What follows belongs to an exercise in optimizing a design on an open flow for small area; a production flow would make more cautious choices.
The RTL was checked by simulation tests, not by an equivalence proof against the original design.
No activity file was given, so power comes from the tool's default toggle rates.

[design.v]
module zero_det_neg #(
    parameter IA_W = 16,
    parameter IB_W = 16,
    parameter TH_W = 2
)(
    input  logic [IA_W-1:0]   	i_a,	 
	input  logic [IB_W-1:0]		i_b,	 
	input  logic [TH_W-1:0]		i_thres,         
	output  logic               o_zero_det 	     
);
logic exact_zero_det, neg_det_a, neg_det_b, neg_det;
localparam dec_bits = 2**TH_W -1;
logic [dec_bits-1:0] thres_dec;
logic [IA_W-1:1] a_neg_inputs_p, a_neg_inputs_n;     
logic [IB_W-1:1] b_neg_inputs_p, b_neg_inputs_n;
localparam a_exp_bit_max = 14;
localparam a_exp_bit_min = 10;
localparam b_exp_bit_max = 14;
localparam b_exp_bit_min = 10;
logic [a_exp_bit_max:a_exp_bit_min+1] a_exp_inputs;      
logic [b_exp_bit_max:b_exp_bit_min+1] b_exp_inputs;
always_comb begin
    if ((i_a == 0) || (i_b == 0)) begin
        exact_zero_det = 1;
    end else begin
        exact_zero_det = 0;
    end
end
    always_comb begin
        for (integer b=0; b<dec_bits; b=b+1) begin
            if (b<i_thres) begin
                thres_dec[b] = 1;
            end else begin
                thres_dec[b] = 0;
            end
        end
    end
        always_comb begin
            if (i_thres==0) begin
                a_neg_inputs_p = '1;
                a_neg_inputs_n = '0;
                b_neg_inputs_p = '1;
                b_neg_inputs_n = '0;
            end else begin
                for (integer ba=1; ba<IA_W; ba=ba+1) begin
                    if(ba<dec_bits) begin
                        if (thres_dec[ba]) begin
                            a_neg_inputs_p[ba] = 0;            
                            a_neg_inputs_n[ba] = 1;            
                        end else begin
                            a_neg_inputs_p[ba] = i_a[ba];
                            a_neg_inputs_n[ba] = i_a[ba];
                        end
                    end else begin
                        a_neg_inputs_p[ba] = i_a[ba];
                        a_neg_inputs_n[ba] = i_a[ba];
                    end
                end
                for (integer bb=1; bb<IB_W; bb=bb+1) begin
                    if(bb<dec_bits) begin
                        if (thres_dec[bb]) begin
                            b_neg_inputs_p[bb] = 0;            
                            b_neg_inputs_n[bb] = 1;            
                        end else begin
                            b_neg_inputs_p[bb] = i_b[bb];
                            b_neg_inputs_n[bb] = i_b[bb];
                        end
                    end else begin
                        b_neg_inputs_p[bb] = i_b[bb];
                        b_neg_inputs_n[bb] = i_b[bb];
                    end
                end
            end
            neg_det_a = (a_neg_inputs_p=='0) || (a_neg_inputs_n=='1);
            neg_det_b = (b_neg_inputs_p=='0) || (b_neg_inputs_n=='1);
            neg_det = neg_det_a & neg_det_b;
        end
    assign o_zero_det = exact_zero_det | neg_det;
endmodule
module multiplier_ideal #(
    parameter SIGNED = 0,
	parameter STAGES = 0,    
    parameter IA_W = 16,
    parameter IB_W = 16,
    parameter MUL_W = 32
)(
	input logic 				i_clk,
    input logic                 i_en_ff,
	input logic					i_rstn,
    input  logic [IA_W-1:0]   	i_a,	 
	input  logic [IB_W-1:0]		i_b,	 
	output logic [MUL_W-1:0]  	o_prod 	 
);
logic signed [IA_W-1:0] a;
logic signed [IB_W-1:0] b;
logic signed [MUL_W-1:0] prod_d;
logic [0:STAGES][MUL_W-1:0] buff;         
assign a = i_a;
assign b = i_b;
generate
    if (SIGNED==1) begin
        assign prod_d = a * b;
    end else begin
        assign prod_d = i_a * i_b;
    end
endgenerate
assign buff[0] = prod_d;
genvar k;
generate
    for (k=1; k < STAGES+1; k++) begin
        always_ff @(posedge i_clk or negedge i_rstn) begin : a_b_reg
            if(~i_rstn) begin
                buff[k] <= 0;
            end else begin
                if (i_en_ff) begin
                    buff[k] <= buff[k-1];
                end
            end
        end
    end
endgenerate
generate
    if (STAGES>0) begin
        assign o_prod = buff[STAGES];
    end
    else begin
        assign o_prod = prod_d;
    end
endgenerate
endmodule
module multiplier_generic #(
    parameter MUL_TYPE = 0,
    parameter STAGES = 0,
    parameter SIGNED = 0,
    parameter M_APPROX = 0,
    parameter MM_APPROX = 0,
    parameter IA_W = 16,
    parameter IB_W = 16,
    localparam MUL_W = IA_W+IB_W
)(
	input logic 				i_clk,
    input logic                 i_en_ff,
	input logic					i_rstn,
    input  logic [IA_W-1:0]   	i_a,
	input  logic [IB_W-1:0]		i_b,
	output logic [MUL_W-1:0]  	o_prod
);
generate
    if (MUL_TYPE == 0) begin
        multiplier_ideal #(
                .SIGNED(SIGNED),
                .STAGES(STAGES),
                .IA_W(IA_W),
                .IB_W(IB_W),
                .MUL_W(MUL_W)
            ) multiplier_i
                (.i_clk		(i_clk),
                .i_rstn		(i_rstn),
                .i_en_ff    (i_en_ff),
                .i_a		(i_a),
                .i_b		(i_b),
                .o_prod		(o_prod));
    end else if (MUL_TYPE == 1) begin
        multiplier_wallace #(
                .APPROX_TYPE(0),
                .SIGNED(SIGNED),
                .STAGES(STAGES),
                .IA_W(IA_W),
                .IB_W(IB_W),
                .MUL_W(MUL_W)
            ) multiplier_i
                (.i_clk		(i_clk),
                .i_rstn		(i_rstn),
                .i_en_ff    (i_en_ff),
                .i_a		(i_a),
                .i_b		(i_b),
                .o_prod		(o_prod));
    end else if (MUL_TYPE == 2) begin
        multiplier_wallace #(
                .APPROX_TYPE(1),
                .SIGNED(SIGNED),
                .STAGES(STAGES),
                .IA_W(IA_W),
                .IB_W(IB_W),
                .MUL_W(MUL_W)
            ) multiplier_i
                (.i_clk		(i_clk),
                .i_rstn		(i_rstn),
                .i_en_ff    (i_en_ff),
                .i_a		(i_a),
                .i_b		(i_b),
                .o_prod		(o_prod));
    end else if (MUL_TYPE == 3) begin
        multiplier_wallace #(
                .APPROX_TYPE(2),
                .SIGNED(SIGNED),
                .STAGES(STAGES),
                .IA_W(IA_W),
                .IB_W(IB_W),
                .MUL_W(MUL_W)
            ) multiplier_i
                (.i_clk		(i_clk),
                .i_rstn		(i_rstn),
                .i_en_ff    (i_en_ff),
                .i_a		(i_a),
                .i_b		(i_b),
                .o_prod		(o_prod));
    end else if (MUL_TYPE == 4) begin
        multiplier_booth #(
                .APPROX_TYPE(0),
                .SIGNED(SIGNED),
                .M_APPROX(M_APPROX),
                .IA_W(IA_W),
                .IB_W(IB_W),
                .MUL_W(MUL_W)
            ) multiplier_i
                (.i_clk		(i_clk),
                .i_rstn		(i_rstn),
                .i_en_ff    (i_en_ff),
                .i_a		(i_a),
                .i_b		(i_b),
                .o_prod		(o_prod));
    end else if (MUL_TYPE == 5) begin
        multiplier_booth #(
                .APPROX_TYPE(1),
                .SIGNED(SIGNED),
                .M_APPROX(M_APPROX),
                .IA_W(IA_W),
                .IB_W(IB_W),
                .MUL_W(MUL_W)
            ) multiplier_i
                (.i_clk		(i_clk),
                .i_rstn		(i_rstn),
                .i_en_ff    (i_en_ff),
                .i_a		(i_a),
                .i_b		(i_b),
                .o_prod		(o_prod));
    end else if (MUL_TYPE == 6) begin
        multiplier_booth #(
                .APPROX_TYPE(2),
                .SIGNED(SIGNED),
                .M_APPROX(M_APPROX),
                .IA_W(IA_W),
                .IB_W(IB_W),
                .MUL_W(MUL_W)
            ) multiplier_i
                (.i_clk		(i_clk),
                .i_rstn		(i_rstn),
                .i_en_ff    (i_en_ff),
                .i_a		(i_a),
                .i_b		(i_b),
                .o_prod		(o_prod));
    end else if (MUL_TYPE == 7) begin
        multiplier_log #(
                .APPROX_TYPE(0),
                .SIGNED(SIGNED),
                .M_APPROX(M_APPROX),
                .IA_W(IA_W),
                .IB_W(IB_W),
                .MUL_W(MUL_W)
            ) multiplier_i
                (.i_clk		(i_clk),
                .i_rstn		(i_rstn),
                .i_en_ff    (i_en_ff),
                .i_a		(i_a),
                .i_b		(i_b),
                .o_prod		(o_prod));
    end else if (MUL_TYPE == 8) begin
        multiplier_log #(
                .APPROX_TYPE(1),
                .SIGNED(SIGNED),
                .M_APPROX(M_APPROX),
                .IA_W(IA_W),
                .IB_W(IB_W),
                .MUL_W(MUL_W)
            ) multiplier_i
                (.i_clk		(i_clk),
                .i_rstn		(i_rstn),
                .i_en_ff    (i_en_ff),
                .i_a		(i_a),
                .i_b		(i_b),
                .o_prod		(o_prod));
    end else if (MUL_TYPE == 9) begin
        multiplier_bam #(
                .SIGNED(SIGNED),
                .VBL(M_APPROX),
                .HBL(MM_APPROX),
                .IA_W(IA_W),
                .IB_W(IB_W),
                .MUL_W(MUL_W)
            ) multiplier_i
                (.i_clk		(i_clk),
                .i_rstn		(i_rstn),
                .i_en_ff    (i_en_ff),
                .i_a		(i_a),
                .i_b		(i_b),
                .o_prod		(o_prod));
    end
endgenerate
endmodule
module adder_ideal #(
    parameter IP_W = 16,
    parameter OC_W = 16
)(
    input  logic [IP_W-1:0]   	i_p,	     
	input  logic [OC_W-1:0]		i_c,	     
    input  logic                i_carry,     
	output logic [OC_W-1:0]     o_c 	         
);
logic signed                carry;
logic signed [IP_W-1:0]     p;
logic signed [OC_W-1:0]     c, sum;
assign carry = i_carry;
assign p = i_p;
assign c = i_c;
assign sum = p + c + carry;
assign o_c = sum;
endmodule
module adder_generic #(
    parameter ADD_TYPE = 0,
    parameter A_APPROX = 0,
    parameter AA_APPROX = 0,
    parameter IP_W = 16,
    parameter OC_W = 16
)(
    input  logic [IP_W-1:0]   	i_p,
    input  logic [OC_W-1:0]		i_c,
    input  logic                i_carry,
	output logic [OC_W-1:0]  	o_c 	 
);
generate
    if (ADD_TYPE == 0) begin
        adder_ideal #(
                .IP_W(IP_W),
                .OC_W(OC_W)
            ) adder_i
                (.i_p		(i_p),
                .i_c		(i_c),
                .i_carry    (i_carry),
                .o_c		(o_c));
    end else if (ADD_TYPE == 1) begin
        adder_gear #(
                .R(A_APPROX),
                .P(AA_APPROX),
                .IP_W(IP_W),
                .OC_W(OC_W)
            ) adder_i
                (.i_p		(i_p),
                .i_c		(i_c),
                .i_carry    (i_carry),
                .o_c		(o_c));
    end else if (ADD_TYPE == 2) begin
        adder_gear_2c #(
                .R(A_APPROX),
                .P(AA_APPROX),
                .IP_W(IP_W),
                .OC_W(OC_W)
            ) adder_i
                (.i_p		(i_p),
                .i_c		(i_c),
                .i_carry    (i_carry),
                .o_c		(o_c));
    end else if (ADD_TYPE == 3) begin
        adder_trua #(
                .A_APPROX(A_APPROX),
                .IP_W(IP_W),
                .OC_W(OC_W)
            ) adder_i
                (.i_p		(i_p),
                .i_c		(i_c),
                .i_carry    (i_carry),
                .o_c		(o_c));
    end else if (ADD_TYPE == 4) begin
        adder_truah #(
                .A_APPROX(A_APPROX),
                .IP_W(IP_W),
                .OC_W(OC_W)
            ) adder_i
                (.i_p		(i_p),
                .i_c		(i_c),
                .i_carry    (i_carry),
                .o_c		(o_c));
    end else if (ADD_TYPE == 5) begin
        adder_loa #(
                .A_APPROX(A_APPROX),
                .IP_W(IP_W),
                .OC_W(OC_W)
            ) adder_i
                (.i_p		(i_p),
                .i_c		(i_c),
                .i_carry    (i_carry),
                .o_c		(o_c));
    end
endgenerate
endmodule
module sa_processing_element #(
    parameter ARITHMETIC = 0,
	parameter MUL_TYPE = 0,         
	parameter M_APPROX = 0,
	parameter MM_APPROX = 0,
	parameter ADD_TYPE = 0,         
	parameter A_APPROX = 0,       	
	parameter AA_APPROX = 0,  
    parameter IA_W = 16,
    parameter IB_W = 16,
    parameter OC_W = 48,
    parameter TH_W = 2,
	parameter STAGES_MUL = 2,
    parameter INTERMEDIATE_PIPELINE_STAGE = 1,
    parameter ZERO_GATING_MULT = 1,
    parameter ZERO_GATING_ADD = 1,
    parameter ZD_LOOKAHEAD = 1,
    parameter EXTRA_CSREG = 0
)(
	input logic 				i_clk,
	input logic					i_rstn,
    input  logic [IA_W-1:0]   	i_a,	 
	input  logic [IB_W-1:0]		i_b,	 
	input  logic [OC_W-1:0] 	i_c,	 
    input logic                 i_reg_clear,     
	input logic					i_cell_en,       
	input logic					i_cell_sc_en,    
    input logic					i_pipeline_en,   
    input logic					i_cswitch,       
    input logic					i_cscan_en,      
    input logic [TH_W-1:0]      i_thres,         
	output  logic               o_cswitch, 	 
    output  logic               o_cell_en, 	 
	output  logic [IA_W-1:0]  	o_a, 	 
    output  logic [IB_W-1:0]  	o_b, 	 
	output  logic [OC_W-1:0]  	o_c 	 
);
localparam ZERO_DETECTOR = ZERO_GATING_MULT | ZERO_GATING_ADD;
localparam MUL_W = (ARITHMETIC == 0)? (IA_W + IB_W) : OC_W;
logic pipeline_ff_en;
logic [IA_W-1:0] a_q;
logic [IB_W-1:0] b_q;
logic            cswitch_q;
logic            cell_en_q;
logic            cswitch_q_ext;
logic               mul_mux_sel;
logic [MUL_W-1:0]   mul_d, mul_q, mul_q_zd;
logic [OC_W-1:0]    mac_d, mac_q, mac_q_mux, mac_q_zd;
logic                   zero_det_d, zero_det_q0, zero_det_q1;
logic                   zd_lookahead;
logic                   acc_read_en;
logic [STAGES_MUL:0]    zero_det_q_shim;     
logic [IA_W-1:0]        a_zd_q;
logic [IB_W-1:0]        b_zd_q;
logic [OC_W-1:0]        mhold_q;
logic [OC_W-1:0]        mac_sc_d, mac_sc_q;
logic                   sc_reg_en;
assign pipeline_ff_en = i_cell_en & i_pipeline_en;
generate
    if (ARITHMETIC == 0) begin
        multiplier_generic #(
                .MUL_TYPE(MUL_TYPE),
                .M_APPROX(M_APPROX),
                .MM_APPROX(MM_APPROX),
                .SIGNED(1'b1),
                .STAGES(STAGES_MUL),
                .IA_W(IA_W),
                .IB_W(IB_W)
            ) multiplier_i
                (.i_clk		(i_clk),
                .i_rstn		(i_rstn && (!i_reg_clear)),
                .i_en_ff    (pipeline_ff_en),
                .i_a		(a_zd_q),
                .i_b		(b_zd_q),
                .o_prod		(mul_d));
        adder_generic #(
                .ADD_TYPE(ADD_TYPE),
                .A_APPROX(A_APPROX),
                .AA_APPROX(AA_APPROX),
                .IP_W(MUL_W),
                .OC_W(OC_W)
            ) adder_i
                (.i_p		(mul_q_zd),
                .i_c		(mac_q_zd),
                .i_carry    (1'b0),
                .o_c		(mac_d));
    end else begin
        fma_wrapper #(
            .MUL_TYPE(MUL_TYPE),
            .M_APPROX(M_APPROX),
            .MM_APPROX(MM_APPROX),
            .ADD_TYPE(ADD_TYPE),
            .A_APPROX(A_APPROX),
            .AA_APPROX(AA_APPROX),
            .STAGES(STAGES_MUL),
            .INTERMEDIATE_PIPELINE_STAGE(INTERMEDIATE_PIPELINE_STAGE),
            .ZERO_GATING_MULT(ZERO_GATING_MULT),
            .FP_W(IA_W)
        ) fma_i
            (.i_clk		        (i_clk),
            .i_rstn		        (i_rstn && (!i_reg_clear)),
            .i_a		        (a_zd_q),
            .i_b		        (b_zd_q),
            .i_c                (mac_q_zd),
            .i_msel             (mul_mux_sel),
            .i_pipeline_en      (pipeline_ff_en),
            .o_c		        (mac_d));
    end
endgenerate
generate
    if(EXTRA_CSREG == 1) begin
        always_ff @(posedge i_clk or negedge i_rstn) begin : prop_reg
            if(~i_rstn) begin
                cswitch_q_ext <= 0;
            end else begin
                if (i_reg_clear) begin
                    cswitch_q_ext <= 0;
                end else if(pipeline_ff_en) begin
                    cswitch_q_ext <= i_cswitch;
                end
            end
        end
    end else begin
        assign cswitch_q_ext = i_cswitch;
    end
endgenerate
generate
    if(ZERO_DETECTOR == 1) begin
        zero_det_neg #(
            .IA_W(IA_W),
            .IB_W(IB_W),
            .TH_W(TH_W)
        ) zero_det_neg_i
        (.i_a		    (i_a),
            .i_b		    (i_b),
            .i_thres	    (i_thres),
            .o_zero_det		(zero_det_d));
        always_ff @(posedge i_clk or negedge i_rstn) begin : zd_reg0
            if(~i_rstn) begin
                zero_det_q0 <= 0;
            end else begin
                if (i_reg_clear) begin
                    zero_det_q0 <= 0;
                end else if(pipeline_ff_en) begin
                    zero_det_q0 <= zero_det_d;
                end
            end
        end
    end
endgenerate
generate
    if(ZERO_GATING_MULT == 1) begin
        always_ff @(posedge i_clk or negedge i_rstn) begin : sil_reg
            if(~i_rstn) begin
                a_zd_q <= 0;
                b_zd_q <= 0;
            end else begin
                if (i_reg_clear) begin
                    a_zd_q <= 0;
                    b_zd_q <= 0;
                end else if ((pipeline_ff_en) && !(zero_det_d)) begin
                    a_zd_q <= i_a;
                    b_zd_q <= i_b;
                end
            end
        end
    end else begin
        assign a_zd_q = i_a;
        assign b_zd_q = i_b;
    end
endgenerate
genvar k;
generate
    if(ZERO_DETECTOR == 1) begin
        if (STAGES_MUL>0) begin
            for (k=1; k<STAGES_MUL+1; k=k+1) begin
                always_ff @(posedge i_clk or negedge i_rstn) begin : buff_reg
                    if(~i_rstn) begin
                        zero_det_q_shim[k] <= 0;
                    end else begin
                        if (i_reg_clear) begin
                            zero_det_q_shim[k] <= 0;
                        end else if(pipeline_ff_en) begin
                            if (k==1) begin
                                zero_det_q_shim[1] <= zero_det_q0;
                            end else begin
                                zero_det_q_shim[k] <= zero_det_q_shim[k-1];
                            end
                        end
                    end
                end
            end
        end else begin
            assign zero_det_q_shim[0] = zero_det_q0;
        end
    end
endgenerate
generate
    if(INTERMEDIATE_PIPELINE_STAGE == 1) begin
        if (ARITHMETIC == 0) begin
            always_ff @(posedge i_clk or negedge i_rstn) begin : mul_reg
                if(~i_rstn) begin
                    mul_q <= 0;
                end else begin
                    if (i_reg_clear) begin
                        mul_q <= 0;
                    end else if(pipeline_ff_en) begin
                        mul_q <= mul_d;
                    end
                end
            end
        end
        if(ZERO_DETECTOR == 1) begin
            always_ff @(posedge i_clk or negedge i_rstn) begin : zd_reg1
                if(~i_rstn) begin
                    zero_det_q1 <= 0;
                end else begin
                    if (i_reg_clear) begin
                        zero_det_q1 <= 0;
                    end else if(pipeline_ff_en) begin
                        zero_det_q1 <= zero_det_q_shim[STAGES_MUL];
                    end
                end
            end
        end
    end else begin
        assign mul_q = mul_d;
        assign zero_det_q1 = zero_det_q_shim[STAGES_MUL];
    end
endgenerate
generate
    if(ZERO_DETECTOR == 1) begin
        assign mul_mux_sel = zero_det_q1 && cswitch_q_ext;
        if (ARITHMETIC == 0) begin
            assign mul_q_zd = (mul_mux_sel) ? 0 : mul_q;
        end
        assign acc_read_en = pipeline_ff_en & (cswitch_q_ext | (~zero_det_q1));
    end else begin
        assign mul_q_zd = mul_q;
        assign acc_read_en = pipeline_ff_en;
    end
endgenerate
generate
    if(ZERO_GATING_ADD == 1) begin
        if(ZD_LOOKAHEAD == 1) begin
            if(INTERMEDIATE_PIPELINE_STAGE == 1) begin
                assign zd_lookahead = zero_det_q_shim[STAGES_MUL];
            end else begin
                if (STAGES_MUL>0) begin
                    assign zd_lookahead = zero_det_q_shim[STAGES_MUL-1];
                end else begin
                    assign zd_lookahead = zero_det_d;
                end
            end
        end else begin
            assign zd_lookahead = 1;
        end
        always_ff @(posedge i_clk or negedge i_rstn) begin : mhold_reg
            if(~i_rstn) begin
                mhold_q <= 0;
            end else begin
                if (i_reg_clear) begin
                    mhold_q <= 0;
                end else if(zd_lookahead) begin
                    mhold_q <= mac_q_zd;
                end
            end
        end
        assign mac_q_zd = (zero_det_q1 && (!cswitch_q_ext)) ? mhold_q : mac_q_mux;
    end else begin
        assign mac_q_zd = mac_q_mux;
    end
endgenerate
always_ff @(posedge i_clk or negedge i_rstn) begin : acc_reg
	if(~i_rstn) begin
		mac_q <= 0;
	end else begin
        if (i_reg_clear) begin
            mac_q <= 0;
        end else if(acc_read_en) begin
		    mac_q <= mac_d;
        end
	end
end
assign mac_q_mux = (cswitch_q_ext) ? mac_sc_q : mac_q;
assign sc_reg_en = (i_cscan_en | cswitch_q_ext ) & i_pipeline_en;
assign mac_sc_d = (cswitch_q_ext) ? mac_q : i_c;
always_ff @(posedge i_clk or negedge i_rstn) begin : sc_reg
	if(~i_rstn) begin
		mac_sc_q <= 0;
	end else begin
        if (i_reg_clear) begin
            mac_sc_q <= 0;
        end else if(sc_reg_en) begin
		    mac_sc_q <= mac_sc_d;
        end
	end
end
always_ff @(posedge i_clk or negedge i_rstn) begin : prop_reg
	if(~i_rstn) begin
		a_q <= 0;
		b_q <= 0;
        cswitch_q <= 0;
	end else begin
        if (i_reg_clear) begin
            a_q <= 0;
            b_q <= 0;
            cswitch_q <= 0;
        end else if(pipeline_ff_en) begin
		    a_q <= i_a;
		    b_q <= i_b;
            cswitch_q <= i_cswitch;
        end
	end
end
always_ff @(posedge i_clk or negedge i_rstn) begin : cell_en_reg
	if(~i_rstn) begin
		cell_en_q <= 0;
	end else begin
        if (i_reg_clear) begin
            cell_en_q <= 0;
        end else if(i_cell_sc_en) begin
		    cell_en_q <= i_cell_en;
        end
	end
end
assign o_a = a_q;
assign o_b = b_q;
assign o_c = mac_sc_q;
assign o_cswitch = cswitch_q;
assign o_cell_en = cell_en_q;
endmodule
module sa_array #(
    parameter ARITHMETIC = 0,
	parameter MUL_TYPE = 0,         
	parameter M_APPROX = 0,
	parameter MM_APPROX = 0,
	parameter ADD_TYPE = 0,         
	parameter A_APPROX = 0,       	
	parameter AA_APPROX = 0,  
    parameter X = 3,
    parameter Y = 3,
    parameter IA_W = 16,
    parameter IB_W = 16,
    parameter OC_W = 48,
    parameter TH_W = 2,
	parameter STAGES_MUL = 2,
    parameter INTERMEDIATE_PIPELINE_STAGE = 1,
    parameter ZERO_GATING_MULT = 1,
    parameter ZERO_GATING_ADD = 1,
    parameter ZD_LOOKAHEAD = 1,
    parameter EXTRA_CSREG = 0
)(
	input logic 				        i_clk,
	input logic					        i_rstn,
    input  logic [0:Y-1][IA_W-1:0]      i_a_arr,	         
	input  logic [0:X-1][IB_W-1:0]	    i_b_arr,	         
	input  logic [0:Y-1][OC_W-1:0] 	    i_c_arr,	         
    input logic                         i_reg_clear,         
    input logic					        i_pipeline_en,       
    input logic	[0:X-1]				    i_cswitch_arr,       
    input logic					        i_cscan_en,          
    input logic [TH_W-1:0]              i_thres,             
	output  logic [0:Y-1][OC_W-1:0]  	o_c_arr              
);
logic [0:Y-1][0:X][IA_W-1:0]   	mat_A;
logic [0:Y][0:X-1][IB_W-1:0]	mat_B;
logic [0:Y-1][0:X][OC_W-1:0]	mat_C;
logic [0:Y][0:X-1]              mat_cswitch;
logic [0:Y][0:X-1]              mat_cell_en;
genvar jj;
    generate
        for (jj=0; jj < Y; jj++) begin : y_ios
            assign mat_A[jj][0] = i_a_arr[jj];       
            assign mat_C[jj][X] = i_c_arr[jj];       
            assign o_c_arr[jj] = mat_C[jj][0];       
        end
    endgenerate
genvar ii;
    generate
        for (ii=0; ii < X; ii++) begin : x_ios
            assign mat_B[0][ii] = i_b_arr[ii];                   
            assign mat_cswitch[0][ii] = i_cswitch_arr[ii];       
        end
    endgenerate
genvar i,j;
    generate
        for (j=0; j < Y; j++) begin : y_axis
			for (i=0; i < X; i++) begin : x_axis
                sa_processing_element #(
                    .ARITHMETIC(ARITHMETIC),
                    .MUL_TYPE(MUL_TYPE),
                    .M_APPROX(M_APPROX),
                    .MM_APPROX(MM_APPROX),
                    .ADD_TYPE(ADD_TYPE),
                    .A_APPROX(A_APPROX),
                    .AA_APPROX(AA_APPROX),
                    .IA_W(IA_W),
                    .IB_W(IB_W),
                    .OC_W(OC_W),
                    .TH_W(TH_W),
                    .STAGES_MUL(STAGES_MUL),
                    .INTERMEDIATE_PIPELINE_STAGE(INTERMEDIATE_PIPELINE_STAGE),
                    .ZERO_GATING_MULT(ZERO_GATING_MULT),
                    .ZERO_GATING_ADD(ZERO_GATING_ADD),
                    .ZD_LOOKAHEAD(ZD_LOOKAHEAD),
                    .EXTRA_CSREG(EXTRA_CSREG)
                ) sa_processing_element_i (
                    .i_clk		    (i_clk),
                    .i_rstn		    (i_rstn),
                    .i_a		    (mat_A[j][i]),          
                    .i_b		    (mat_B[j][i]),
                    .i_c		    (mat_C[j][i+1]),         
                    .i_thres        (i_thres),
                    .i_reg_clear    (i_reg_clear),
                    .i_cell_en		(1'b1),                  
                    .i_cell_sc_en   (1'b1),                  
                    .i_pipeline_en	(i_pipeline_en),
                    .i_cswitch		(mat_cswitch[j][i]),
                    .i_cscan_en		(i_cscan_en),
                    .o_cswitch		(mat_cswitch[j+1][i]),   
                    .o_cell_en		(),                      
                    .o_a		    (mat_A[j][i+1]),         
                    .o_b		    (mat_B[j+1][i]),         
                    .o_c		    (mat_C[j][i]));          
            end
        end
    endgenerate
endmodule
module sauria_sa_top #(
    parameter X = 4,
    parameter Y = 4,
    parameter IA_W = 8,
    parameter IB_W = 8,
    parameter OC_W = 32,
    parameter TH_W = 2
)(
    input  logic                 i_clk,
    input  logic                 i_rstn,
    input  logic [Y*IA_W-1:0]    i_a,
    input  logic [X*IB_W-1:0]    i_b,
    input  logic [Y*OC_W-1:0]    i_c,
    input  logic                 i_reg_clear,
    input  logic                 i_pipeline_en,
    input  logic [X-1:0]         i_cswitch,
    input  logic                 i_cscan_en,
    input  logic [TH_W-1:0]      i_thres,
    output logic [Y*OC_W-1:0]    o_c
);
logic [0:Y-1][IA_W-1:0] a_arr;
logic [0:X-1][IB_W-1:0] b_arr;
logic [0:Y-1][OC_W-1:0] c_arr, oc_arr;
logic [0:X-1]           cs_arr;
genvar j, i;
generate
    for (j = 0; j < Y; j++) begin : rows
        assign a_arr[j] = i_a[IA_W*j +: IA_W];
        assign c_arr[j] = i_c[OC_W*j +: OC_W];
        assign o_c[OC_W*j +: OC_W] = oc_arr[j];
    end
    for (i = 0; i < X; i++) begin : cols
        assign b_arr[i]  = i_b[IB_W*i +: IB_W];
        assign cs_arr[i] = i_cswitch[i];
    end
endgenerate
sa_array #(
    .X                           (X),
    .Y                           (Y),
    .ARITHMETIC                  (0),
    .MUL_TYPE                    (0),
    .M_APPROX                    (0),
    .MM_APPROX                   (0),
    .ADD_TYPE                    (0),
    .A_APPROX                    (0),
    .AA_APPROX                   (0),
    .STAGES_MUL                  (0),
    .INTERMEDIATE_PIPELINE_STAGE (1),
    .ZERO_GATING_MULT            (1),
    .ZERO_GATING_ADD             (0),
    .ZD_LOOKAHEAD                (1),
    .EXTRA_CSREG                 (1),
    .IA_W                        (IA_W),
    .IB_W                        (IB_W),
    .OC_W                        (OC_W),
    .TH_W                        (TH_W)
) sa_array_i (
    .i_clk         (i_clk),
    .i_rstn        (i_rstn),
    .i_a_arr       (a_arr),
    .i_b_arr       (b_arr),
    .i_c_arr       (c_arr),
    .i_reg_clear   (i_reg_clear),
    .i_pipeline_en (i_pipeline_en),
    .i_cswitch_arr (cs_arr),
    .i_cscan_en    (i_cscan_en),
    .i_thres       (i_thres),
    .o_c_arr       (oc_arr)
);
endmodule
[run.sh]
#!/bin/bash
# synth_recipe.tcl (not shown) runs the flow's synth.tcl, then flattens the netlist and writes it again
# the make line also repeats each setting of config.mk as NAME=value (left out here)
make -C /OpenROAD-flow-scripts/flow DESIGN_CONFIG=/design/flow/config.mk WORK_HOME=/design/flow/orfs CLKGATE_MAP_FILE= SYNTH_SCRIPT=/design/flow/synth_recipe.tcl finish
[config.mk]
export PLATFORM = sky130hd
export DESIGN_NAME = sauria_sa_top
export DESIGN_NICKNAME = sauria_sa_top
export VERILOG_FILES = /design/flow/design.v
export SDC_FILE = /design/flow/constraint.sdc
export NUM_CORES = 4
export LEC_CHECK = 0
export CAP_MARGIN = 20
export CORE_MARGIN = 2
export CORE_UTILIZATION = 40
export PLACE_DENSITY = 0.6
export SLEW_MARGIN = 20
[constraint.sdc]
create_clock -name core_clock -period 5.5 [get_ports {i_clk}]
set_input_delay 1.1000 -clock core_clock [delete_from_list [all_inputs] [get_ports {i_clk}]]
set_output_delay 1.1000 -clock core_clock [all_outputs]
set_load 0.01 [all_outputs]
==> impl_metrics.py <==
metrics = {
    "run_status": {
        "status": "timing/DRC/antenna clean",
    },
    "clocking": {
        "cts_resized": 0,
        "clock_latency_ns": 0.97,
        "cts_sinks": 1776,
        "cts_root_buffer": "clkbuf_16",
        "post_cts_buffers": 0,
        "holdBufCountCts": 0,
        "clk_path_buf_depth": 4,
        "clk_pin_slew_ns": 0.06,
        "h-tree-depth": 4,
        "cts_tree": "yes",
        "cts_buffers": 214,
    },
    "setup_path": {
        "end_kind": "flip-flop",
        "reg2reg_setup_slack_ns": 0.48,
        "worstPathRequired_ns": 6.31,
        "critical_path_class": "reg2reg",
        "worstSetupStartpointType": "flip-flop",
        "reg2reg_depth": 19,
        "worstPathArrival_ns": 5.83,
        "worstPathMaxFanout": 9,
    },
    "synth": {
        "synth_fa_ha_area_frac": 0.205,
        "netlist_instances": 15482,
        "yosys_register_bits": 1776,
        "synth-compound-area-share": 0.130,
        "syn-cell-area_sq_mm": 0.146,
        "synthSimpleGateAreaFrac": 0.138,
        "async_flop_share": 1.00,
        "synth_cell_types": 92,
        "yosys_warnings": 2,
        "synth_area_leaders": "dfrtp_1 (30%), fa_1 (12%), ha_1 (8.2%), mux2i_1 (8.0%), and2_1 (4.1%)",
        "ys_seq_area_frac": 0.304,
        "synth_mux_area_frac": 0.119,
        "syn_avg_cell_area_sq_um": 9.45,
        "synth_top_family_by_area": "adder cells",
        "synth_xor_area_frac": 0.0422,
        "synth_top_area_frac": 0.304,
        "synth_flop_cell": "dfrtp_1",
        "syn-num-nets": 17541,
        "synth_edf_count": 0,
        "yosysTopAreaCell": "dfrtp_1",
    },
    "detailed_routing": {
        "drt_iter0_markers": 7401,
        "route.detailed.wl_per_inst_um": 20.1,
        "num_vias": 108648,
        "drt_first_pass_iters": 6,
        "wl_um": 411000,
        "vias_per_cell": 5.32,
        "detail_route.drc_violations": 0,
        "ant_nets": 0,
    },
    "timing": {
        "timing.fmax_mhz": 199,
        "rsz0062_at_grt": "false",
        "fin_skew_ns": 0.102,
        "setup_viol": 0,
        "period_share": 0.914,
        "relSlewSlack": 0.269,
        "final-hold-violation-count": 0,
        "fin_crit_ns": 5.03,
        "slew_viol_final": 0,
        "tns_ns": 0,
        "worst_pin_slew_ns": 1.09,
    },
    "grt": {
        "track_usage": 0.220,
        "grt_pass1_vias": 107740,
        "grt-ovfl-total": 0,
        "grt_pass1_wl_um": 648000,
        "antenna_found_initial": 39,
        "grt_max_degree": 191,
    },
    "power": {
        "powerDensity_mw_per_mm2": 209,
        "irDropWorstVdd_uv": 267,
        "leakagePower_nw": 75.8,
    },
    "floorplan": {
        "dieHeight_um": 609,
        "core-area_sq_mm": 0.365,
        "die_area_sq_mm": 0.371,
        "fp-row-count": 222,
        "die_w_um": 609,
        "ios": 331,
        "initial_core_util": 0.401,
    },
    "layout": {
        "area_delta_synth_final_pct": 10.3,
        "final_area_sq_mm": 0.161,
        "multi_input_area_sq_mm": 0.0931,
        "drive_gt1_frac": 0.0748,
        "finalNetCount": 17466,
        "regArea_sq_mm": 0.0445,
        "fillerInstances": 35067,
    },
    "placed_design": {
        "placed_cell_area_sq_mm": 0.154,
        "gp_congestion": 0.903,
        "portBuffers": 330,
        "hpwl_um": 312000,
    },
    "job": {
        "drv_cap": 0,
    },
    "hold_path": {
        "min_path_type": "in2async",
    },
}
## cells in the final DEF, fill, tap and decap left out, types with 431 or more instances in the layout
master      n
a21oi_1   602
and2_1    950
dfrtp_1  1760
fa_1      896
ha_1      960
inv_1    1498
mux2_2    515
mux2i_1  1162
nand2_1  1453
nor2_1    993
o21ai_0   742
o31ai_1   563
xnor2_1   431
## area by class of cell
class / instances / area share
tap: 4816 / 0.0373
timing repair buffer: 490 / 0.0300
sequential: 1776 / 0.276
antenna: 17 / 0.000264
inverter: 1498 / 0.0348
clock inverter: 96 / 0.00670
clock buffer: 295 / 0.0381
multi-input combinational: 11427 / 0.577
## cells in the mapped netlist, types with 12 or more instances
master    number
inv_1       1498
mux2_2       515
o21ai_0      742
nand2_1     1455
nor2_1      1009
buf_4        128
o21a_1       115
fa_1         896
a21oi_1      618
clkbuf_1     538
o21ai_1       18
or3_1         34
a211oi_1     120
nand3_1      146
and3_1        51
xor2_1       273
nand2b_1     158
o21bai_1      97
o211ai_1      21
dfrtp_1     1776
a22o_1        69
nor4_1        25
nor3_1       132
nor2b_1      170
o31ai_1      563
a32o_1        29
and2_1       950
xnor2_1      431
buf_1         80
o22ai_1       38
mux2i_1     1162
a31oi_1       62
ha_1         960
o41ai_1       34
nor3b_1       12
buf_2         34
a21o_1       232
a211o_1       43
or2_2         26
nand4_1       49
## through the flow
step / hold slack (ns) / setup slack [ns] / utilization / total power (W) / std cells
global route: 0.0567 / 0.129 / 0.442 / 0.0350 / 20413
finish: 0.0335 / 0.475 / 0.443 / 0.0337 / 20415
floorplan: 0.464 / 0.798 / - / 0.0172 / 15482
global placement: 0.481 / 0.585 / 0.423 / 0.0190 / 20007
CTS: 0.0295 / 0.476 / 0.442 / 0.0340 / 20398
detailed placement: 0.488 / 0.501 / 0.423 / 0.0191 / 20007
## cell families after synthesis
logic type / Yosys count
simple gates: 4254
compound gates: 2936
buf+inv: 2279
fa+ha+maj: 1856
flops: 1776
mux: 1677
xor+xnor: 704
## routing by layer
layer / part of all wire / vias to the layer above / track usage
li1: - / 52310 / -
met1: 0.47 / 53759 / 0.314
met2: 0.45 / 2061 / 0.349
met3: 0.041 / 514 / 0.0222
met4: 0.036 / 4 / 0.0735
met5: 0.000073 / - / 0
## critical path: stages, from the launching register on
cell      delay (ns)
dfrtp_1         0.49
and2_1          0.21
fa_1            0.53
inv_1           0.05
fa_1            0.57
inv_1           0.06
fa_1            0.48
inv_1           0.05
fa_1            0.47
inv_1           0.04
ha_1            0.31
inv_1           0.07
o21bai_1        0.09
a211o_1         0.29
a31oi_1         0.25
nor2b_1         0.08
o21a_1          0.18
o41ai_1         0.32
xnor2_1         0.12
a211oi_1        0.23
## power breakdown
part | internal (W) | switching, W | total [W]
Combinational | 0.00172 | 0.00269 | 0.00441
Sequential | 0.0136 | 0.000796 | 0.0144
Clock | 0.00866 | 0.00619 | 0.0148
Total | 0.0240 | 0.00967 | 0.0337
## sequential cells by signal, indices dropped and copies added (netlist names), named ones only
| signal | cells |
|---|---|
| sa_array_i.y_axis.x_axis.sa_processing_element_i.mul_q | 256 |
| sa_array_i.y_axis.x_axis.sa_processing_element_i.b_q | 96 |
| sa_array_i.y_axis.x_axis.sa_processing_element_i.mac_q | 512 |
| sa_array_i.y_axis.x_axis.sa_processing_element_i.cswitch_q | 3 |
| sa_array_i.y_axis.x_axis.sa_processing_element_i.a_q | 96 |
| sa_array_i.y_axis.x_axis.sa_processing_element_i.a_zd_q | 128 |
| sa_array_i.y_axis.x_axis.sa_processing_element_i.mac_sc_q | 512 |
| sa_array_i.y_axis.x_axis.sa_processing_element_i.zero_det_q0 | 16 |
| sa_array_i.y_axis.x_axis.sa_processing_element_i.zero_det_q1 | 16 |
| sa_array_i.y_axis.x_axis.sa_processing_element_i.b_zd_q | 128 |
## how the worst min path moves through the flow
stage | start | to | slack [ns] | depth (start not counted)
2_1_floorplan | flip-flop | flip-flop | 0.46 | 2
3_3_place_gp | flip-flop | flip-flop | 0.48 | 2
3_5_place_dp | flip-flop | flip-flop | 0.49 | 2
4_1_cts | i_rstn | async pin | 0.03 | 1
5_1_grt | i_rstn | async pin | 0.06 | 1
6_report | i_rstn | async pin | 0.03 | 1

[static timing again, ports no longer ideal]
How much do the figures lean on ideal ports? The routed layout below was timed once more, with nothing changed but the port constraints.
Step 1 sets driving cells, clkbuf_16 on the clock port and buf_2 on the other inputs (assumed; they add their load-dependent delay and slew).
Step 2 also shifts input and output timing later by t, the mid clock arrival at the registers, as if the neighbouring blocks saw the same clock.
a / b / c = ideal ports / drivers / drivers and shift; a / b = the first two.
shift t [ns]: 1.017
slack for setup (ns): 0.475 / 0.475 / 0.475
hold slack, ns: 0.034 / 0.026 / 0.454
worst data-port slew with drivers (ns): 0.22
After both steps this run still meets setup and hold. The setup slack of this run moves by 0.000 ns with the drivers and by 0.000 ns with both steps.
